This is an optimization exercise on Yosys and OpenROAD, whose aim is small area, a short achievable clock period and few clock cycles per item, not a production implementation. Where RTL was checked, it was by simulation tests only, not by an equivalence proof against the original.

Design mul, start of the top module:
module mul (
    input wire clk,
    input wire reset,
    input wire rd_en,
    input wire wr_en,
    input wire [31:0] wr_data_1,
    input wire [31:0] wr_data_2,
    output wire [63:0] rd_data,
    output reg wr_ready,
    output reg rd_ready,
    output reg rd_val
);
For scale: about 3200 cells after synthesis, roughly 390 flip-flops, about 0.036 sq mm of cells after synthesis.
==> flow/config.mk <==
export PLATFORM = sky130hd
export DESIGN_NAME = mul
export DESIGN_NICKNAME = mul
export VERILOG_FILES = /design/flow/design.v
export SDC_FILE = /design/flow/constraint.sdc
export NUM_CORES = 4
export LEC_CHECK = 0
export ABC_AREA = 1
export CAP_MARGIN = 5
export CORE_MARGIN = 2
export CORE_UTILIZATION = 40
export CTS_CLUSTER_DIAMETER = 110
export CTS_CLUSTER_SIZE = 22
export SLEW_MARGIN = 5
export SYNTH_HIERARCHICAL = 1
==> flow/constraint.sdc <==
create_clock -name core_clock -period 11.0 [get_ports {clk}]
set_input_delay 2.2000 -clock core_clock [delete_from_list [all_inputs] [get_ports {clk}]]
set_output_delay 2.2000 -clock core_clock [all_outputs]
set_load 0.01 [all_outputs]
standard.sh (not shown) runs the stock make flow with config.mk's settings and CLKGATE_MAP_FILE= SYNTH_SCRIPT=/design/flow/synth_recipe.tcl, a recipe that flattens the netlist after the stock synthesis.
==> flow/flow/run.sh <==
#!/bin/bash
set -euo pipefail
MARGIN=7.5
bash standard.sh SETUP_SLACK_MARGIN=$MARGIN \
  "BUFFER_PORTS_ARGS=-buffer_cell sky130_fd_sc_hd__buf_2" \
  finish > standard_flow.log 2>&1
The first run ran to the end with no violations.
Testbench counts at the start, summed over its fixed seeds: cycles 536, items 512.
Change:
==> flow/flow/run.sh (replaced) <==
#!/bin/bash
set -euo pipefail
MARGIN=7.56
bash standard.sh SETUP_SLACK_MARGIN=$MARGIN \
  "BUFFER_PORTS_ARGS=-buffer_cell sky130_fd_sc_hd__buf_2" \
  finish > standard_flow.log 2>&1
CAP_MARGIN = 20   (was 5)
SLEW_MARGIN = 20   (was 5)
What happened: The changed run ran to the end with no violations; global-route usage went down by 0.11 points; utilization rose by 0.28 points; sequential share of layout area went down by 0.19 points; routed wire length decreases by 0.44%; clock skew barely changes.
Change:
==> flow/flow/run.sh (replaced) <==
#!/bin/bash
set -euo pipefail
MARGIN=7.5
bash standard.sh SETUP_SLACK_MARGIN=$MARGIN \
  "BUFFER_PORTS_ARGS=-buffer_cell sky130_fd_sc_hd__buf_2" \
  finish > standard_flow.log 2>&1
TNS_END_PERCENT = 10   (was unset)
Synthesized cell count stays the same.
Setup slack is worse by 0.12 ns.
Hold slack is about the same.
Core utilization drops by 0.37 points.
Sequential cell count is unchanged.
Area after synthesis does not change.
Via count increases slightly.
Design area went down slightly.
Change:
TNS_END_PERCENT = 0   (was 10)
Worst setup slack loses 0.031 ns.
Clock skew hardly moves.
Routed wire length stays flat.


Another version of the RTL of mul (not shown whole).
For scale: roughly 3400 cells after synthesis, ~38000 um^2 of cells after synthesis.
Design mul, start of the top module:
module mul (
    input wire clk,
    input wire reset,
    input wire rd_en,
    input wire wr_en,
    input wire [31:0] wr_data_1,
    input wire [31:0] wr_data_2,
    output wire [63:0] rd_data,
    output reg wr_ready,
    output reg rd_ready,
    output reg rd_val
);
==> flow/config.mk <==
export PLATFORM = sky130hd
export DESIGN_NAME = mul
export DESIGN_NICKNAME = mul
export VERILOG_FILES = /design/flow/design.v
export SDC_FILE = /design/flow/constraint.sdc
export NUM_CORES = 4
export LEC_CHECK = 0
export ABC_AREA = 1
export CAP_MARGIN = 20
export CORE_MARGIN = 2
export CORE_UTILIZATION = 40
export SLEW_MARGIN = 20
export SYNTH_HIERARCHICAL = 1
==> flow/constraint.sdc <==
create_clock -name core_clock -period 11.0 [get_ports {clk}]
set_input_delay 2.2000 -clock core_clock [delete_from_list [all_inputs] [get_ports {clk}]]
set_output_delay 2.2000 -clock core_clock [all_outputs]
set_load 0.01 [all_outputs]
==> flow/flow/run.sh <==
#!/bin/bash
set -euo pipefail
MARGIN=7.4
bash standard.sh SETUP_SLACK_MARGIN=$MARGIN finish > standard_flow.log 2>&1
Then changed:
CORE_UTILIZATION = 65   (was 40)
Register-to-register slack is worse by 40 ps.
Setup slack degrades by 38 ps.
Synthesized area stays the same.
Design area is lower by 1.0%.
Critical path depth drops by 1.
No run of this note included a check of the RTL's function; only the layout flow was run.

## what the ideal ports hide
The results above use ideal ports. As a check the final layouts listed here were re-extracted and re-timed, cells and wires unchanged.
Step 1: set_driving_cell puts a clkbuf_16 on clk and a buf_2 on each other input, an assumption about the parent block.
Step 2, shift: input delay + t, output delay - t, t = (earliest + latest rising clock arrival at the registers) / 2. This alone moves slack from input paths to output paths.
Three values: no drivers, after step 1, after step 2; two values: the first two.
| run | shift t [ns] | setup slack, ns | worst hold slack (ns) | slew at the worst register clock pin (ns) |
|---|---|---|---|---|
| the first run of note 1 | 0.655 | 7.517 / 7.517 / 6.969 | 0.473 / 0.473 / 0.473 | 0.10 / 0.10 |
| the second run of note 1 | 0.653 | 7.549 / 7.539 / 7.168 | 0.469 / 0.469 / 0.469 | 0.10 / 0.10 |
| the third run of note 1 | 0.667 | 7.433 / 7.370 / 6.992 | 0.469 / 0.469 / 0.469 | 0.10 / 0.10 |
| the fourth run of note 1 | 0.669 | 7.402 / 7.374 / 7.011 | 0.472 / 0.472 / 0.472 | 0.10 / 0.10 |
| the first run of note 2 | 0.708 | 7.396 / 7.396 / 6.859 | 0.465 / 0.465 / 0.465 | 0.07 / 0.07 |
| the second run of note 2 | 0.673 | 7.358 / 7.358 / 6.834 | 0.476 / 0.476 / 0.476 | 0.07 / 0.07 |
After both steps every run listed still meets setup and hold. The setup slack of the first run of note 1, which loses most, moves by 0.000 ns with the drivers and by -0.548 ns with both steps.
